This is an optimization exercise on Yosys and OpenROAD, whose aim is small area and a short achievable clock period, not a production implementation. At most, simulation tests tie the RTL to the original design; equivalence was not proved. For run 2, only the layout was checked, not whether the RTL still works.

## flow/design.v (module list and top-level ports; edited modules follow where they fit)
// module sig_altmult_add: 1803 lines
module sig_altmult_add
(
	input signed [15:0] dataa, datab, datac, datad,
	input 		clock, aclr,
	output reg 	[32:0] result
);
  // ...
==> flow/flow/run.sh <==
#!/bin/bash
set -uo pipefail
here=$(pwd)
bash standard.sh "SYNTH_ARGS=-noabc" \
  "BUFFER_PORTS_ARGS=-buffer_cell sky130_fd_sc_hd__buf_1" \
  "POST_FLOORPLAN_TCL=$here/flow/upsize.tcl" finish > run_make.log 2>&1
status=$?
tail -20 run_make.log
exit $status
==> flow/flow/upsize.tcl <==
foreach inst [get_cells -quiet {a_r* c_r* m0_* m1_*}] {
  if {[get_property [get_lib_cells -of_objects $inst] name] == "sky130_fd_sc_hd__dfxtp_1"} {
    replace_cell $inst sky130_fd_sc_hd__dfxtp_4
  }
}
==> flow/standard.sh <==
#!/bin/bash
# synth_recipe.tcl (not shown) runs the flow's synth.tcl, then flattens the netlist and writes it again
# the make line also repeats each setting of config.mk as NAME=value (left out here)
make -C /OpenROAD-flow-scripts/flow DESIGN_CONFIG=/design/flow/config.mk WORK_HOME=/design/flow/orfs CLKGATE_MAP_FILE= SYNTH_SCRIPT=/design/flow/synth_recipe.tcl "${@:-finish}"
==> flow/config.mk <==
export PLATFORM = sky130hd
export DESIGN_NAME = sig_altmult_add
export DESIGN_NICKNAME = sig_altmult_add
export VERILOG_FILES = /design/flow/design.v
export SDC_FILE = /design/flow/constraint.sdc
export NUM_CORES = 4
export LEC_CHECK = 0
export CAP_MARGIN = 20
export CORE_MARGIN = 2
export CORE_UTILIZATION = 40
export CTS_BUF_LIST = sky130_fd_sc_hd__clkbuf_16
export CTS_CLUSTER_DIAMETER = 120
export CTS_CLUSTER_SIZE = 33
export SETUP_SLACK_MARGIN = 3.95
export SLEW_MARGIN = 20
==> flow/constraint.sdc <==
create_clock -name core_clock -period 7.0 [get_ports {clock}]
set_input_delay 1.4000 -clock core_clock [delete_from_list [all_inputs] [get_ports {clock}]]
set_output_delay 1.4000 -clock core_clock [all_outputs]
set_load 0.01 [all_outputs]
==> flow_metrics.py, run 1 <==
metrics = {
    "run_status": {
        "outcome": "no timing/DRC/antenna violations",
    },
    "sta": {
        "tns_ns": 0,
        "hold-worst-slack_ns": 0.3652,
        "fin_skew_ns": 0.02602,
    },
    "synthesis": {
        "synth_area_leaders": "fa_1 24%, dfxtp_1 21%, xnor2_1 16%, a22oi_1 11%, dfrtp_1 5.2%",
        "synth_ff_type": "dfxtp_1",
        "synth-compound-area-share": 0.1486,
        "synth_most_common_cell": "xnor2_1",
        "synthMuxAreaShare": 0.003592,
        "syn_avg_cell_area_sq_um": 10.71,
        "synth_xor_xnor_area_share": 0.1932,
    },
    "clock_network": {
        "cts_hold_buf": 0,
        "path_clk_slew_ns": 0.12,
        "cts_inserted_buffers": 11,
        "cts_max_level": 1,
    },
    "final_layout": {
        "reg_top3": "t_r (92), s_r (33)",
        "final_cells": 2067,
        "fillers": 3847,
        "flops_and_latches": 207,
        "final_cell_mix": "306 x xnor2_1, 240 x a22oi_1, 201 x fa_1, 98 x buf_1, 89 x dfxtp_1",
        "layout-drive-gt1-share": 0.1114,
        "area_delta_synth_final_pct": 8.898,
        "seq_share": 0.2539,
    },
    "global_route": {
        "grt_max_degree": 42,
        "use_met2": 0.3255,
        "grt_pass1_wl_um": 71050,
    },
    "worst_hold_path": {
        "holdCritPathClass": "register to register",
        "whs_path_depth": 0,
    },
    "die": {
        "n_tap_cell": 532,
        "initial_core_util": 0.4076,
    },
    "worst_setup_path": {
        "timing.rr.start": "t_r[35]",
        "cp.depth": 12,
        "critical_path_required_ns": 7.41,
        "arrival_ns": 3.38,
    },
    "drt": {
        "wl_met2_um": 20310,
        "drc": 0,
        "num_vias": 11530,
    },
}
==> run 2: changes to the inputs <==
--- a/flow/design.v
+++ b/flow/design.v
@@ -1,17 +1,17 @@
 module sig_altmult_add
 (
 	input signed [15:0] dataa, datab, datac, datad,
 	input 		clock, aclr,
 	output reg 	[32:0] result
 );
   reg [15:0] a_r, c_r;
   reg [7:0] m0_one_r, m0_two_r, m0_neg_r, m1_one_r, m1_two_r, m1_neg_r;
-  reg [91:0] t_r;
+  reg [76:0] t_r;
   reg [32:0] s_r;
   reg v1, v2;
   wire [7:0] one0, two0, neg0;
   wire [7:0] one1, two1, neg1;
   wire m0_pp0_0;
   wire m0_pp0_1;
   wire m0_pp0_2;
   wire m0_pp0_3;
@@ -702,130 +702,126 @@
   wire s417;
   wire c418;
   wire s419;
   wire c420;
   wire s421;
   wire c422;
   wire s423;
   wire c424;
-  wire q425;
-  wire q426;
-  wire co427;
-  wire s428;
-  wire c429;
-  wire s430;
-  wire c431;
-  wire s432;
-  wire c433;
-  wire s434;
-  wire c435;
-  wire q436;
-  wire q437;
-  wire co438;
-  wire s439;
-  wire c440;
-  wire q441;
-  wire q442;
-  wire co443;
+  wire s425;
+  wire c426;
+  wire s427;
+  wire c428;
+  wire s429;
+  wire c430;
+  wire s431;
+  wire c432;
+  wire s433;
+  wire c434;
+  wire s435;
+  wire c436;
+  wire s437;
+  wire c438;
+  wire q439;
+  wire q440;
+  wire co441;
+  wire s442;
+  wire c443;
   wire s444;
   wire c445;
-  wire q446;
-  wire q447;
-  wire co448;
-  wire s449;
-  wire c450;
-  wire q451;
+  wire s446;
+  wire c447;
+  wire s448;
+  wire c449;
+  wire s450;
+  wire c451;
   wire q452;
-  wire co453;
-  wire s454;
-  wire c455;
-  wire q456;
+  wire q453;
+  wire co454;
+  wire s455;
+  wire c456;
   wire q457;
-  wire co458;
-  wire s459;
-  wire c460;
-  wire q461;
+  wire q458;
+  wire co459;
+  wire s460;
+  wire c461;
   wire q462;
-  wire co463;
-  wire s464;
-  wire c465;
-  wire q466;
+  wire q463;
+  wire co464;
+  wire s465;
+  wire c466;
   wire q467;
-  wire co468;
-  wire s469;
-  wire c470;
-  wire q471;
+  wire q468;
+  wire co469;
+  wire s470;
+  wire c471;
   wire q472;
-  wire co473;
-  wire s474;
-  wire c475;
-  wire q476;
+  wire q473;
+  wire co474;
+  wire s475;
+  wire c476;
   wire q477;
-  wire co478;
-  wire s479;
-  wire c480;
-  wire q481;
+  wire q478;
+  wire co479;
+  wire s480;
+  wire c481;
   wire q482;
-  wire co483;
-  wire s484;
-  wire c485;
-  wire q486;
+  wire q483;
+  wire co484;
+  wire s485;
+  wire c486;
   wire q487;
-  wire co488;
-  wire s489;
-  wire c490;
-  wire q491;
+  wire q488;
+  wire co489;
+  wire s490;
+  wire c491;
   wire q492;
-  wire co493;
-  wire s494;
-  wire c495;
-  wire q496;
+  wire q493;
+  wire co494;
+  wire s495;
+  wire c496;
   wire q497;
-  wire co498;
-  wire s499;
-  wire c500;
-  wire q501;
+  wire q498;
+  wire co499;
+  wire s500;
+  wire c501;
   wire q502;
-  wire co503;
-  wire s504;
-  wire c505;
-  wire q506;
+  wire q503;
+  wire co504;
+  wire s505;
+  wire c506;
   wire q507;
-  wire co508;
-  wire s509;
-  wire c510;
-  wire q511;
+  wire q508;
+  wire co509;
+  wire s510;
+  wire c511;
   wire q512;
-  wire co513;
-  wire s514;
-  wire c515;
-  wire q516;
-  wire q517;
-  wire co518;
+  wire q513;
+  wire co514;
+  wire s515;
+  wire c516;
+  wire s517;
+  wire c518;
   wire s519;
   wire c520;
-  wire s521;
-  wire c522;
-  wire s523;
-  wire c524;
-  wire q525;
-  wire q526;
-  wire co527;
-  wire s528;
-  wire c529;
-  wire s530;
-  wire c531;
-  wire q532;
-  wire q533;
-  wire co534;
-  wire s535;
-  wire c536;
-  wire s537;
-  wire c538;
+  wire q521;
+  wire q522;
+  wire co523;
+  wire s524;
+  wire c525;
+  wire s526;
+  wire c527;
+  wire q528;
+  wire q529;
+  wire co530;
+  wire s531;
+  wire c532;
+  wire s533;
+  wire c534;
   wire [32:0] g0, p0;
   wire [32:0] row0, row1, sum;
   assign one0[0] = datab[0] ^ 1'b0;
   assign two0[0] = (datab[1] ^ datab[0]) & ~(datab[0] ^ 1'b0);
   assign neg0[0] = datab[1];
   assign one0[1] = datab[2] ^ datab[1];
   assign two0[1] = (datab[3] ^ datab[2]) & ~(datab[2] ^ datab[1]);
   assign neg0[1] = datab[3];
@@ -1514,180 +1510,176 @@
   assign s369 = s173 ^ c286 ^ s287;
   assign c370 = (s173 & c286) | (s173 & s287) | (c286 & s287);
   assign s371 = s175 ^ c288 ^ s289;
   assign c372 = (s175 & c288) | (s175 & s289) | (c288 & s289);
   assign s373 = s7 ^ s181 ^ c294;
   assign c374 = (s7 & s181) | (s7 & c294) | (s181 & c294);
   assign s375 = c190 ^ s193 ^ c300;
   assign c376 = (c190 & s193) | (c190 & c300) | (s193 & c300);
-  assign s377 = s205 ^ s207 ^ c306;
-  assign c378 = (s205 & s207) | (s205 & c306) | (s207 & c306);
-  assign s379 = s211 ^ s311 ^ c310;
-  assign c380 = (s211 & s311) | (s211 & c310) | (s311 & c310);
-  assign s381 = c312 ^ c314 ^ s315;
-  assign c382 = (c312 & c314) | (c312 & s315) | (c314 & s315);
-  assign s383 = c218 ^ s223 ^ s319;
-  assign c384 = (c218 & s223) | (c218 & s319) | (s223 & s319);
-  assign s385 = s229 ^ c320 ^ s323;
-  assign c386 = (s229 & c320) | (s229 & s323) | (c320 & s323);
-  assign s387 = s237 ^ c324 ^ c326;
-  assign c388 = (s237 & c324) | (s237 & c326) | (c324 & c326);
-  assign s389 = s331 ^ c328 ^ c330;
-  assign c390 = (s331 & c328) | (s331 & c330) | (c328 & c330);
-  assign s391 = s249 ^ c332 ^ s337;
-  assign c392 = (s249 & c332) | (s249 & s337) | (c332 & s337);
-  assign s393 = s255 ^ c338 ^ c340;
-  assign c394 = (s255 & c338) | (s255 & c340) | (c338 & c340);
-  assign s395 = s271 ^ s353 ^ c350;
-  assign c396 = (s271 & s353) | (s271 & c350) | (s353 & c350);
-  assign s397 = c354 ^ s357 ^ c356;
-  assign c398 = (c354 & s357) | (c354 & c356) | (s357 & c356);
-  assign s399 = c276 ^ s279 ^ c358;
-  assign c400 = (c276 & s279) | (c276 & c358) | (s279 & c358);
-  assign s401 = c280 ^ s281 ^ s363;
-  assign c402 = (c280 & s281) | (c280 & s363) | (s281 & s363);
-  assign s403 = c282 ^ c364 ^ s365;
-  assign c404 = (c282 & c364) | (c282 & s365) | (c364 & s365);
-  assign s405 = s285 ^ s367 ^ c366;
-  assign c406 = (s285 & s367) | (s285 & c366) | (s367 & c366);
-  assign s407 = c290 ^ s291 ^ c372;
-  assign c408 = (c290 & s291) | (c290 & c372) | (s291 & c372);
-  assign s409 = t_r[30] ^ t_r[31];
-  assign c410 = t_r[30] & t_r[31];
-  assign s411 = t_r[35] ^ t_r[36];
-  assign c412 = t_r[35] & t_r[36];
-  assign s413 = t_r[39] ^ t_r[40];
-  assign c414 = t_r[39] & t_r[40];
-  assign s415 = t_r[43] ^ t_r[44];
-  assign c416 = t_r[43] & t_r[44];
-  assign s417 = t_r[47] ^ t_r[48] ^ t_r[49];
-  assign c418 = (t_r[47] & t_r[48]) | (t_r[47] & t_r[49]) | (t_r[48] & t_r[49]);
-  assign s419 = t_r[52] ^ t_r[53];
-  assign c420 = t_r[52] & t_r[53];
-  assign s421 = t_r[56] ^ t_r[57] ^ t_r[58];
-  assign c422 = (t_r[56] & t_r[57]) | (t_r[56] & t_r[58]) | (t_r[57] & t_r[58]);
-  assign s423 = t_r[61] ^ t_r[62];
-  assign c424 = t_r[61] & t_r[62];
-  assign q425 = t_r[5] ^ t_r[6];
-  assign q426 = q425 ^ t_r[7] ^ 1'b0;
-  assign co427 = q425 ? t_r[7] : t_r[5];
-  assign s428 = q426 ^ 1'b0;
-  assign c429 = q426 ? 1'b0 : 1'b0;
-  assign s430 = t_r[8] ^ t_r[9] ^ co427;
-  assign c431 = (t_r[8] & t_r[9]) | (t_r[8] & co427) | (t_r[9] & co427);
-  assign s432 = t_r[10] ^ t_r[11];
-  assign c433 = t_r[10] & t_r[11];
-  assign s434 = t_r[12] ^ t_r[13];
-  assign c435 = t_r[12] & t_r[13];
-  assign q436 = t_r[14] ^ t_r[15];
-  assign q437 = q436 ^ t_r[16] ^ t_r[17];
-  assign co438 = q436 ? t_r[16] : t_r[14];
-  assign s439 = q437 ^ 1'b0;
-  assign c440 = q437 ? 1'b0 : t_r[17];
-  assign q441 = t_r[18] ^ t_r[19];
-  assign q442 = q441 ^ t_r[20] ^ 1'b0;
-  assign co443 = q441 ? t_r[20] : t_r[18];
-  assign s444 = q442 ^ co438;
-  assign c445 = q442 ? co438 : 1'b0;
-  assign q446 = t_r[21] ^ t_r[22];
-  assign q447 = q446 ^ t_r[23] ^ 1'b0;
-  assign co448 = q446 ? t_r[23] : t_r[21];
-  assign s449 = q447 ^ co443;
-  assign c450 = q447 ? co443 : 1'b0;
-  assign q451 = t_r[24] ^ t_r[25];
-  assign q452 = q451 ^ t_r[26] ^ 1'b0;
-  assign co453 = q451 ? t_r[26] : t_r[24];
-  assign s454 = q452 ^ co448;
-  assign c455 = q452 ? co448 : 1'b0;
-  assign q456 = t_r[27] ^ t_r[28];
-  assign q457 = q456 ^ t_r[29] ^ 1'b0;
-  assign co458 = q456 ? t_r[29] : t_r[27];
-  assign s459 = q457 ^ co453;
-  assign c460 = q457 ? co453 : 1'b0;
-  assign q461 = t_r[32] ^ t_r[33];
-  assign q462 = q461 ^ t_r[34] ^ s409;
-  assign co463 = q461 ? t_r[34] : t_r[32];
-  assign s464 = q462 ^ co458;
-  assign c465 = q462 ? co458 : s409;
-  assign q466 = t_r[37] ^ t_r[38];
-  assign q467 = q466 ^ c410 ^ s411;
-  assign co468 = q466 ? c410 : t_r[37];
-  assign s469 = q467 ^ co463;
-  assign c470 = q467 ? co463 : s411;
-  assign q471 = t_r[41] ^ t_r[42];
-  assign q472 = q471 ^ c412 ^ s413;
-  assign co473 = q471 ? c412 : t_r[41];
-  assign s474 = q472 ^ co468;
-  assign c475 = q472 ? co468 : s413;
-  assign q476 = t_r[45] ^ t_r[46];
-  assign q477 = q476 ^ c414 ^ s415;
-  assign co478 = q476 ? c414 : t_r[45];
-  assign s479 = q477 ^ co473;
-  assign c480 = q477 ? co473 : s415;
-  assign q481 = t_r[50] ^ t_r[51];
-  assign q482 = q481 ^ c416 ^ s417;
-  assign co483 = q481 ? c416 : t_r[50];
-  assign s484 = q482 ^ co478;
-  assign c485 = q482 ? co478 : s417;
-  assign q486 = t_r[54] ^ t_r[55];
-  assign q487 = q486 ^ s419 ^ c418;
-  assign co488 = q486 ? s419 : t_r[54];
-  assign s489 = q487 ^ co483;
-  assign c490 = q487 ? co483 : c418;
-  assign q491 = t_r[59] ^ t_r[60];
-  assign q492 = q491 ^ c420 ^ s421;
-  assign co493 = q491 ? c420 : t_r[59];
-  assign s494 = q492 ^ co488;
-  assign c495 = q492 ? co488 : s421;
-  assign q496 = t_r[63] ^ t_r[64];
-  assign q497 = q496 ^ s423 ^ c422;
-  assign co498 = q496 ? s423 : t_r[63];
-  assign s499 = q497 ^ co493;
-  assign c500 = q497 ? co493 : c422;
-  assign q501 = t_r[65] ^ t_r[66];
-  assign q502 = q501 ^ t_r[67] ^ c424;
-  assign co503 = q501 ? t_r[67] : t_r[65];
-  assign s504 = q502 ^ co498;
-  assign c505 = q502 ? co498 : c424;
-  assign q506 = t_r[68] ^ t_r[69];
-  assign q507 = q506 ^ t_r[70] ^ 1'b0;
-  assign co508 = q506 ? t_r[70] : t_r[68];
-  assign s509 = q507 ^ co503;
-  assign c510 = q507 ? co503 : 1'b0;
-  assign q511 = t_r[71] ^ t_r[72];
-  assign q512 = q511 ^ t_r[73] ^ t_r[74];
-  assign co513 = q511 ? t_r[73] : t_r[71];
-  assign s514 = q512 ^ co508;
-  assign c515 = q512 ? co508 : t_r[74];
-  assign q516 = t_r[75] ^ t_r[76];
-  assign q517 = q516 ^ t_r[77] ^ 1'b0;
-  assign co518 = q516 ? t_r[77] : t_r[75];
-  assign s519 = q517 ^ co513;
-  assign c520 = q517 ? co513 : 1'b0;
-  assign s521 = t_r[78] ^ t_r[79] ^ co518;
-  assign c522 = (t_r[78] & t_r[79]) | (t_r[78] & co518) | (t_r[79] & co518);
-  assign s523 = t_r[80] ^ t_r[81];
-  assign c524 = t_r[80] & t_r[81];
-  assign q525 = t_r[82] ^ t_r[83];
-  assign q526 = q525 ^ t_r[84] ^ 1'b0;
-  assign co527 = q525 ? t_r[84] : t_r[82];
-  assign s528 = q526 ^ 1'b0;
-  assign c529 = q526 ? 1'b0 : 1'b0;
-  assign s530 = t_r[85] ^ t_r[86] ^ co527;
-  assign c531 = (t_r[85] & t_r[86]) | (t_r[85] & co527) | (t_r[86] & co527);
-  assign q532 = t_r[88] ^ t_r[89];
-  assign q533 = q532 ^ t_r[90] ^ 1'b0;
-  assign co534 = q532 ? t_r[90] : t_r[88];
-  assign s535 = q533 ^ 1'b0;
-  assign c536 = q533 ? 1'b0 : 1'b0;
-  assign s537 = t_r[91] ^ co534;
-  assign c538 = t_r[91] & co534;
-  assign row0 = {c538, c536, s535, c531, c529, c524, c522, c520, c515, c510, c505, c500, c495, c490, c485, c480, c475, c470, c465, c460, c455, c450, c445, c440, c435, c433, c431, c429, s428, t_r[4], t_r[3], t_r[2], t_r[0]};
-  assign row1 = {1'b1, s537, 1'b0, t_r[87], s530, s528, s523, s521, s519, s514, s509, s504, s499, s494, s489, s484, s479, s474, s469, s464, s459, s454, s449, s444, s439, s434, s432, s430, 1'b0, 1'b0, 1'b0, 1'b0, t_r[1]};
+  assign s377 = s197 ^ c302 ^ s303;
+  assign c378 = (s197 & c302) | (s197 & s303) | (c302 & s303);
+  assign s379 = c304 ^ s305 ^ s307;
+  assign c380 = (c304 & s305) | (c304 & s307) | (s305 & s307);
+  assign s381 = s205 ^ s207 ^ c306;
+  assign c382 = (s205 & s207) | (s205 & c306) | (s207 & c306);
+  assign s383 = s211 ^ s311 ^ c310;
+  assign c384 = (s211 & s311) | (s211 & c310) | (s311 & c310);
+  assign s385 = c312 ^ c314 ^ s315;
+  assign c386 = (c312 & c314) | (c312 & s315) | (c314 & s315);
+  assign s387 = c218 ^ s223 ^ s319;
+  assign c388 = (c218 & s223) | (c218 & s319) | (s223 & s319);
+  assign s389 = c316 ^ c318 ^ s321;
+  assign c390 = (c316 & c318) | (c316 & s321) | (c318 & s321);
+  assign s391 = s229 ^ c320 ^ s323;
+  assign c392 = (s229 & c320) | (s229 & s323) | (c320 & s323);
+  assign s393 = s237 ^ c324 ^ c326;
+  assign c394 = (s237 & c324) | (s237 & c326) | (c324 & c326);
+  assign s395 = s331 ^ c328 ^ c330;
+  assign c396 = (s331 & c328) | (s331 & c330) | (c328 & c330);
+  assign s397 = s249 ^ c332 ^ s337;
+  assign c398 = (s249 & c332) | (s249 & s337) | (c332 & s337);
+  assign s399 = c334 ^ c336 ^ s339;
+  assign c400 = (c334 & c336) | (c334 & s339) | (c336 & s339);
+  assign s401 = s255 ^ c338 ^ c340;
+  assign c402 = (s255 & c338) | (s255 & c340) | (c338 & c340);
+  assign s403 = c342 ^ c344 ^ s345;
+  assign c404 = (c342 & c344) | (c342 & s345) | (c344 & s345);
+  assign s405 = c346 ^ c348 ^ s349;
+  assign c406 = (c346 & c348) | (c346 & s349) | (c348 & s349);
+  assign s407 = s271 ^ s353 ^ c350;
+  assign c408 = (s271 & s353) | (s271 & c350) | (s353 & c350);
+  assign s409 = c354 ^ s357 ^ c356;
+  assign c410 = (c354 & s357) | (c354 & c356) | (s357 & c356);
+  assign s411 = c276 ^ s279 ^ c358;
+  assign c412 = (c276 & s279) | (c276 & c358) | (s279 & c358);
+  assign s413 = c280 ^ s281 ^ s363;
+  assign c414 = (c280 & s281) | (c280 & s363) | (s281 & s363);
+  assign s415 = c282 ^ c364 ^ s365;
+  assign c416 = (c282 & c364) | (c282 & s365) | (c364 & s365);
+  assign s417 = s285 ^ s367 ^ c366;
+  assign c418 = (s285 & s367) | (s285 & c366) | (s367 & c366);
+  assign s419 = c290 ^ s291 ^ c372;
+  assign c420 = (c290 & s291) | (c290 & c372) | (s291 & c372);
+  assign s421 = s183 ^ s295 ^ c374;
+  assign c422 = (s183 & s295) | (s183 & c374) | (s295 & c374);
+  assign s423 = c322 ^ s325 ^ c388;
+  assign c424 = (c322 & s325) | (c322 & c388) | (s325 & c388);
+  assign s425 = s327 ^ s329 ^ c392;
+  assign c426 = (s327 & s329) | (s327 & c392) | (s329 & c392);
+  assign s427 = s333 ^ s335 ^ c394;
+  assign c428 = (s333 & s335) | (s333 & c394) | (s335 & c394);
+  assign s429 = s341 ^ s343 ^ c398;
+  assign c430 = (s341 & s343) | (s341 & c398) | (s343 & c398);
+  assign s431 = c360 ^ s361 ^ c410;
+  assign c432 = (c360 & s361) | (c360 & c410) | (s361 & c410);
+  assign s433 = c362 ^ c412 ^ s413;
+  assign c434 = (c362 & c412) | (c362 & s413) | (c412 & s413);
+  assign s435 = c368 ^ s369 ^ c418;
+  assign c436 = (c368 & s369) | (c368 & c418) | (s369 & c418);
+  assign s437 = s177 ^ c292 ^ c420;
+  assign c438 = (s177 & c292) | (s177 & c420) | (c292 & c420);
+  assign q439 = t_r[6] ^ t_r[7];
+  assign q440 = q439 ^ t_r[8] ^ 1'b0;
+  assign co441 = q439 ? t_r[8] : t_r[6];
+  assign s442 = q440 ^ 1'b0;
+  assign c443 = q440 ? 1'b0 : 1'b0;
+  assign s444 = t_r[10] ^ t_r[9] ^ co441;
+  assign c445 = (t_r[10] & t_r[9]) | (t_r[10] & co441) | (t_r[9] & co441);
+  assign s446 = t_r[11] ^ t_r[12];
+  assign c447 = t_r[11] & t_r[12];
+  assign s448 = t_r[13] ^ t_r[14];
+  assign c449 = t_r[13] & t_r[14];
+  assign s450 = t_r[15] ^ t_r[16];
+  assign c451 = t_r[15] & t_r[16];
+  assign q452 = t_r[17] ^ t_r[18];
+  assign q453 = q452 ^ t_r[19] ^ t_r[20];
+  assign co454 = q452 ? t_r[19] : t_r[17];
+  assign s455 = q453 ^ 1'b0;
+  assign c456 = q453 ? 1'b0 : t_r[20];
+  assign q457 = t_r[21] ^ t_r[22];
+  assign q458 = q457 ^ t_r[23] ^ 1'b0;
+  assign co459 = q457 ? t_r[23] : t_r[21];
+  assign s460 = q458 ^ co454;
+  assign c461 = q458 ? co454 : 1'b0;
+  assign q462 = t_r[24] ^ t_r[25];
+  assign q463 = q462 ^ t_r[26] ^ 1'b0;
+  assign co464 = q462 ? t_r[26] : t_r[24];
+  assign s465 = q463 ^ co459;
+  assign c466 = q463 ? co459 : 1'b0;
+  assign q467 = t_r[27] ^ t_r[28];
+  assign q468 = q467 ^ t_r[29] ^ 1'b0;
+  assign co469 = q467 ? t_r[29] : t_r[27];
+  assign s470 = q468 ^ co464;
+  assign c471 = q468 ? co464 : 1'b0;
+  assign q472 = t_r[30] ^ t_r[31];
+  assign q473 = q472 ^ t_r[32] ^ 1'b0;
+  assign co474 = q472 ? t_r[32] : t_r[30];
+  assign s475 = q473 ^ co469;
+  assign c476 = q473 ? co469 : 1'b0;
+  assign q477 = t_r[33] ^ t_r[34];
+  assign q478 = q477 ^ t_r[35] ^ 1'b0;
+  assign co479 = q477 ? t_r[35] : t_r[33];
+  assign s480 = q478 ^ co474;
+  assign c481 = q478 ? co474 : 1'b0;
+  assign q482 = t_r[36] ^ t_r[37];
+  assign q483 = q482 ^ t_r[38] ^ 1'b0;
+  assign co484 = q482 ? t_r[38] : t_r[36];
+  assign s485 = q483 ^ co479;
+  assign c486 = q483 ? co479 : 1'b0;
+  assign q487 = t_r[39] ^ t_r[40];
+  assign q488 = q487 ^ t_r[41] ^ t_r[42];
+  assign co489 = q487 ? t_r[41] : t_r[39];
+  assign s490 = q488 ^ co484;
+  assign c491 = q488 ? co484 : t_r[42];
+  assign q492 = t_r[43] ^ t_r[44];
+  assign q493 = q492 ^ t_r[45] ^ 1'b0;
+  assign co494 = q492 ? t_r[45] : t_r[43];
+  assign s495 = q493 ^ co489;
+  assign c496 = q493 ? co489 : 1'b0;
+  assign q497 = t_r[46] ^ t_r[47];
+  assign q498 = q497 ^ t_r[48] ^ t_r[49];
+  assign co499 = q497 ? t_r[48] : t_r[46];
+  assign s500 = q498 ^ co494;
+  assign c501 = q498 ? co494 : t_r[49];
+  assign q502 = t_r[50] ^ t_r[51];
+  assign q503 = q502 ^ t_r[52] ^ 1'b0;
+  assign co504 = q502 ? t_r[52] : t_r[50];
+  assign s505 = q503 ^ co499;
+  assign c506 = q503 ? co499 : 1'b0;
+  assign q507 = t_r[53] ^ t_r[54];
+  assign q508 = q507 ^ t_r[55] ^ t_r[56];
+  assign co509 = q507 ? t_r[55] : t_r[53];
+  assign s510 = q508 ^ co504;
+  assign c511 = q508 ? co504 : t_r[56];
+  assign q512 = t_r[57] ^ t_r[58];
+  assign q513 = q512 ^ t_r[59] ^ 1'b0;
+  assign co514 = q512 ? t_r[59] : t_r[57];
+  assign s515 = q513 ^ co509;
+  assign c516 = q513 ? co509 : 1'b0;
+  assign s517 = t_r[60] ^ t_r[61] ^ co514;
+  assign c518 = (t_r[60] & t_r[61]) | (t_r[60] & co514) | (t_r[61] & co514);
+  assign s519 = t_r[62] ^ t_r[63];
+  assign c520 = t_r[62] & t_r[63];
+  assign q521 = t_r[64] ^ t_r[65];
+  assign q522 = q521 ^ t_r[66] ^ 1'b0;
+  assign co523 = q521 ? t_r[66] : t_r[64];
+  assign s524 = q522 ^ 1'b0;
+  assign c525 = q522 ? 1'b0 : 1'b0;
+  assign s526 = t_r[67] ^ t_r[68] ^ co523;
+  assign c527 = (t_r[67] & t_r[68]) | (t_r[67] & co523) | (t_r[68] & co523);
+  assign q528 = t_r[70] ^ t_r[71];
+  assign q529 = q528 ^ t_r[72] ^ 1'b0;
+  assign co530 = q528 ? t_r[72] : t_r[70];
+  assign s531 = q529 ^ 1'b0;
+  assign c532 = q529 ? 1'b0 : 1'b0;
+  assign s533 = t_r[73] ^ co530;
+  assign c534 = t_r[73] & co530;
+  assign row0 = {1'b1, t_r[75], c534, c532, s531, c527, c525, c520, c518, c516, c511, c506, c501, c496, c491, c486, c481, c476, c471, c466, c461, c456, c451, c449, c447, c445, c443, s442, t_r[5], t_r[4], t_r[3], t_r[2], t_r[0]};
+  assign row1 = {1'b0, t_r[76], t_r[74], s533, 1'b0, t_r[69], s526, s524, s519, s517, s515, s510, s505, s500, s495, s490, s485, s480, s475, s470, s465, s460, s455, s450, s448, s446, s444, 1'b0, 1'b0, 1'b0, 1'b0, 1'b0, t_r[1]};
   assign g0 = row0 & row1;
   assign p0 = row0 ^ row1;
   assign sum = row0 + row1;
   always @(posedge clock) begin
     a_r <= dataa;
     c_r <= datac;
     m0_one_r <= one0;
     m0_two_r <= two0;
@@ -1695,103 +1687,88 @@
     m1_one_r <= one1;
     m1_two_r <= two1;
     m1_neg_r <= neg1;
     t_r[0] <= m1_pp0_0;
     t_r[1] <= s1;
     t_r[2] <= s179;
     t_r[3] <= s293;
     t_r[4] <= s373;
-    t_r[5] <= s183;
-    t_r[6] <= s295;
-    t_r[7] <= c374;
-    t_r[8] <= c296;
-    t_r[9] <= s297;
-    t_r[10] <= c298;
-    t_r[11] <= s299;
-    t_r[12] <= s301;
-    t_r[13] <= s375;
-    t_r[14] <= s197;
-    t_r[15] <= c302;
-    t_r[16] <= s303;
-    t_r[17] <= c376;
-    t_r[18] <= c304;
-    t_r[19] <= s305;
-    t_r[20] <= s307;
-    t_r[21] <= c308;
-    t_r[22] <= s309;
-    t_r[23] <= s377;
-    t_r[24] <= s313;
-    t_r[25] <= c378;
-    t_r[26] <= s379;
-    t_r[27] <= s317;
-    t_r[28] <= c380;
-    t_r[29] <= s381;
-    t_r[30] <= c316;
-    t_r[31] <= c318;
-    t_r[32] <= s321;
-    t_r[33] <= c382;
-    t_r[34] <= s383;
-    t_r[35] <= c322;
-    t_r[36] <= s325;
-    t_r[37] <= c384;
-    t_r[38] <= s385;
-    t_r[39] <= s327;
-    t_r[40] <= s329;
-    t_r[41] <= c386;
-    t_r[42] <= s387;
-    t_r[43] <= s333;
-    t_r[44] <= s335;
-    t_r[45] <= c388;
-    t_r[46] <= s389;
-    t_r[47] <= c334;
-    t_r[48] <= c336;
-    t_r[49] <= s339;
-    t_r[50] <= c390;
-    t_r[51] <= s391;
-    t_r[52] <= s341;
-    t_r[53] <= s343;
-    t_r[54] <= c392;
-    t_r[55] <= s393;
-    t_r[56] <= c342;
-    t_r[57] <= c344;
-    t_r[58] <= s345;
-    t_r[59] <= s347;
-    t_r[60] <= c394;
-    t_r[61] <= c346;
-    t_r[62] <= c348;
-    t_r[63] <= s349;
-    t_r[64] <= s351;
-    t_r[65] <= c352;
-    t_r[66] <= s355;
-    t_r[67] <= s395;
-    t_r[68] <= s359;
-    t_r[69] <= c396;
-    t_r[70] <= s397;
-    t_r[71] <= c360;
-    t_r[72] <= s361;
-    t_r[73] <= c398;
-    t_r[74] <= s399;
-    t_r[75] <= c362;
-    t_r[76] <= c400;
-    t_r[77] <= s401;
-    t_r[78] <= c402;
-    t_r[79] <= s403;
-    t_r[80] <= c404;
-    t_r[81] <= s405;
-    t_r[82] <= c368;
-    t_r[83] <= s369;
-    t_r[84] <= c406;
-    t_r[85] <= c370;
-    t_r[86] <= s371;
-    t_r[87] <= s407;
-    t_r[88] <= s177;
-    t_r[89] <= c292;
-    t_r[90] <= c408;
-    t_r[91] <= c178;
+    t_r[5] <= s421;
+    t_r[6] <= c296;
+    t_r[7] <= s297;
+    t_r[8] <= c422;
+    t_r[9] <= c298;
+    t_r[10] <= s299;
+    t_r[11] <= s301;
+    t_r[12] <= s375;
+    t_r[13] <= c376;
+    t_r[14] <= s377;
+    t_r[15] <= c378;
+    t_r[16] <= s379;
+    t_r[17] <= c308;
+    t_r[18] <= s309;
+    t_r[19] <= s381;
+    t_r[20] <= c380;
+    t_r[21] <= s313;
+    t_r[22] <= c382;
+    t_r[23] <= s383;
+    t_r[24] <= s317;
+    t_r[25] <= c384;
+    t_r[26] <= s385;
+    t_r[27] <= c386;
+    t_r[28] <= s387;
+    t_r[29] <= s389;
+    t_r[30] <= s391;
+    t_r[31] <= c390;
+    t_r[32] <= s423;
+    t_r[33] <= s393;
+    t_r[34] <= c424;
+    t_r[35] <= s425;
+    t_r[36] <= s395;
+    t_r[37] <= c426;
+    t_r[38] <= s427;
+    t_r[39] <= c396;
+    t_r[40] <= s397;
+    t_r[41] <= s399;
+    t_r[42] <= c428;
+    t_r[43] <= c400;
+    t_r[44] <= s401;
+    t_r[45] <= s429;
+    t_r[46] <= s347;
+    t_r[47] <= c402;
+    t_r[48] <= s403;
+    t_r[49] <= c430;
+    t_r[50] <= s351;
+    t_r[51] <= c404;
+    t_r[52] <= s405;
+    t_r[53] <= c352;
+    t_r[54] <= s355;
+    t_r[55] <= c406;
+    t_r[56] <= s407;
+    t_r[57] <= s359;
+    t_r[58] <= c408;
+    t_r[59] <= s409;
+    t_r[60] <= s411;
+    t_r[61] <= s431;
+    t_r[62] <= c432;
+    t_r[63] <= s433;
+    t_r[64] <= c414;
+    t_r[65] <= s415;
+    t_r[66] <= c434;
+    t_r[67] <= c416;
+    t_r[68] <= s417;
+    t_r[69] <= s435;
+    t_r[70] <= c370;
+    t_r[71] <= s371;
+    t_r[72] <= c436;
+    t_r[73] <= s419;
+    t_r[74] <= s437;
+    t_r[75] <= c178;
+    t_r[76] <= c438;
   end
   always @(posedge clock or posedge aclr) begin
     if (aclr) begin
       v1 <= 1'b0;
       v2 <= 1'b0;
       s_r <= {33{1'b0}};
     end else begin
       v1 <= 1'b1;
==> flow/config.mk (replaced) <==
export PLATFORM = sky130hd
export DESIGN_NAME = sig_altmult_add
export DESIGN_NICKNAME = sig_altmult_add
export VERILOG_FILES = /design/flow/design.v
export SDC_FILE = /design/flow/constraint.sdc
export NUM_CORES = 4
export LEC_CHECK = 0
export CAP_MARGIN = 20
export CORE_MARGIN = 2
export CORE_UTILIZATION = 40
export CTS_BUF_LIST = sky130_fd_sc_hd__clkbuf_16
export CTS_CLUSTER_DIAMETER = 100
export CTS_CLUSTER_SIZE = 28
export SETUP_SLACK_MARGIN = 3.95
export SLEW_MARGIN = 20
==> run 2 against run 1 <==
Effect of this change: sequential share of layout area decreased by 3.7 points; flip-flop and latch count decreased by 15; critical endpoint is now t_r[14]; largest cell class unchanged; worst hold slack got worse by 0.013 ns; fmax decreased by 5.6%.
==> flow_metrics.py, run 2 <==
metrics = {
    "synthesis": {
        "synth.distinct_cells": 53,
        "syn_area_sq_um": 16240,
        "synth_nets": 1856,
        "synth_most_common_cell": "xnor2_1",
        "synthMuxAreaShare": 0.003082,
        "synth_edf_count": 0,
        "syn_inst": 1520,
        "synth_xor_xnor_area_share": 0.1870,
        "synth-simple-area-share": 0.04815,
        "async_flop_share": 0.1823,
        "ys_seq_area_frac": 0.2475,
        "synthAdderAreaFrac": 0.3187,
        "synth_top_family_by_area": "adder cells",
        "syn_avg_cell_area_sq_um": 10.68,
        "synth_seq_cells": 192,
        "synth_top_area_cell": "fa_1",
        "ys_top_cells_by_count": "293 x xnor2_1, 240 x a22oi_1, 214 x fa_1",
        "synth_warnings": 1,
        "synth_ff_type": "dfxtp_1",
        "synth_area_leaders": "fa_1 26%, dfxtp_1 19%, xnor2_1 16%, a22oi_1 11%, dfrtp_1 5.4%",
        "synth-compound-area-share": 0.1478,
        "synth_top_area_frac": 0.2638,
    },
    "sta": {
        "hold_viol": 0,
        "grt_setup_unrepaired": "yes",
        "slew_violations": 0,
        "timing.final.crit_share": 0.4498,
        "fmax_ghz": 0.3176,
        "setup_violations": 0,
        "tns_ns": 0,
        "tightestPinTransition_ns": 0.9003,
        "relSlewSlack": 0.3998,
        "period_minus_slack_ns": 3.148,
        "fin_skew_ns": 0.01364,
    },
    "drt": {
        "wire_per_inst_um": 22.44,
        "viasPerCell": 5.654,
        "drc": 0,
        "drtAntennaViolNets": 0,
        "drtIter0Drc": 1389,
        "drt_first_pass_iters": 6,
        "num_vias": 12600,
        "wl_um": 50000,
    },
    "worst_setup_path": {
        "critical_path.cell_chain": "buf_6 > buf_6 > a22oi_2 > xnor2_2 > fa_2 > fa_2 > fa_2 > fa_2",
        "timing_worst_setup_path_type": "register to register",
        "cp_top_family": "adder cells",
        "critical_path_required_ns": 7.35,
        "slowest_stage": "fa_2",
        "slowest_delay_ns": 0.60,
        "crit_top_cell": "fa_2",
        "cp.buffers_inverters": 2,
        "end_kind": "register",
        "path_max_fanout": 8,
        "critPathLaunchType": "register",
        "arrival_ns": 3.50,
        "r2r_slack_ns": 3.85,
    },
    "clock_network": {
        "cts_max_level": 4,
        "clock_path_buffers": 2,
        "cts_hold_buf": 0,
        "cts_root_buf": "clkbuf_16",
        "cts.sinks": 192,
        "path_clk_slew_ns": 0.07,
        "cts_inserted_buffers": 17,
        "cts_tree": "yes",
        "clock_latency_ns": 0.47,
    },
    "final_layout": {
        "diodes": 0,
        "layout.nets": 2027,
        "regMostFlops": "t_r",
        "layout-drive-gt1-share": 0.2830,
        "fillers": 3535,
        "final_cell_mix": "277 x xnor2_1, 186 x a22oi_1, 183 x buf_4, 150 x fa_1, 98 x buf_1",
        "reg_top3": "t_r (77), s_r (33)",
        "final_common_cell": "xnor2_1",
        "area_delta_synth_final_pct": 22.70,
        "largest_register_ff_count": 77,
    },
    "worst_hold_path": {
        "holdCritPathClass": "register to register",
    },
    "die": {
        "dieArea_sq_um": 42230,
        "initial_core_util": 0.4069,
        "die_x_um": 205.5,
        "die_h_um": 205.5,
        "rows": 73,
        "coreArea_sq_um": 39910,
        "io_pins": 99,
    },
    "global_route": {
        "grt_use_total": 0.2284,
        "grt_pass1_vias": 11990,
        "grt_pass1_wl_um": 72140,
        "grt_max_degree": 39,
        "overflow": 0,
        "antenna_found_initial": 0,
    },
    "placed_design": {
        "dp_hpwl_um": 33450,
        "place_congestion": 0.8986,
        "port-buffer-count": 98,
    },
    "run_status": {
        "outcome": "no timing/DRC/antenna violations",
    },
    "flow_run": {
        "cap_violations": 0,
    },
}
==> run 2: per-layer routing <==
metal	vias up	global-route usage	routed length (um)
met1	6235	0.3169	20950
li1	5451	-	-
met2	772	0.3463	22320
met3	139	0.06303	5182
met5	-	0	0
met4	0	0.07040	1556
==> run 2: kinds of logic (layout without fill, tap and decap cells) <==
family | count (synthesis) | in the layout
xor+xnor | 345 | 345
flops | 192 | 192
other cells | 1 | 1
buf+inv | 201 | 384
mux | 5 | 5
compound gates | 339 | 339
fa+ha+maj | 289 | 289
simple gates | 148 | 148
==> run 2: path summary, 6_finish.rpt <==
kind	start	endpoint	depth (start not counted)
worst max-delay path	a_r[7]	t_r[14]	8
worst min-delay path	v1	v2	0
worst max register to register	a_r[7]	t_r[14]	8
worst min register to register	v1	v2	0
max in group asynchronous	aclr	s_r[12]	3
min in group asynchronous	aclr	s_r[31]	3
==> run 2: cell type report <==
type	count	area, sq um	share of cell area
clock buffers	18	450.4	0.02261
clock inverters	13	122.6	0.006154
inverters	51	191.4	0.009608
multi-input cells	1127	12140	0.6090
flip-flops and latches	192	4319	0.2168
well taps	525	656.9	0.03297
repair buffers	302	2049	0.1029
==> run 2: through the flow <==
stage / hold slack, ns / cell area, sq um / setup slack, ns / instances / utilization
global route: 0.3627 / 19930 / 3.791 / 2228 / 0.4992
global placement: 0.3346 / 17140 / 3.874 / 1994 / 0.4294
detailed placement: 0.3389 / 17140 / 3.849 / 1994 / 0.4294
CTS: 0.3558 / 18170 / 3.904 / 2077 / 0.4552
floorplan: 0.3312 / 16860 / 3.913 / 1520 / -
finish: 0.3521 / 19930 / 3.852 / 2228 / 0.4992
==> run 2: repair_timing <==
item                       CTS  global route
setup buffers               52           151
hold endpoints to repair     0             0
pin swaps                    2            56
gates resized for setup     10           134
setup endpoints to repair   18            47

-- what the ideal ports hide --
How much do the figures lean on ideal ports? The routed layouts below were timed once more, with nothing changed but the port constraints.
Step 1, drivers: a clkbuf_16 drives clock and a buf_2 each remaining input, both assumed.
Step 2, shift: input delay + t, output delay - t, t = (earliest + latest rising clock arrival at the registers) / 2. This alone moves slack from input paths to output paths.
a / b / c = no drivers / after step 1 / after step 2; a / b = the first two.
| run | t (ns) | setup slack, ns | hold WS [ns] |
|---|---|---|---|
| run 1 | 0.536 | 4.026 / 4.026 / 4.026 | 0.365 / 0.365 / 0.365 |
| run 2 | 0.516 | 3.852 / 3.852 / 3.852 | 0.352 / 0.352 / 0.352 |
After both steps every run listed still meets setup and hold.
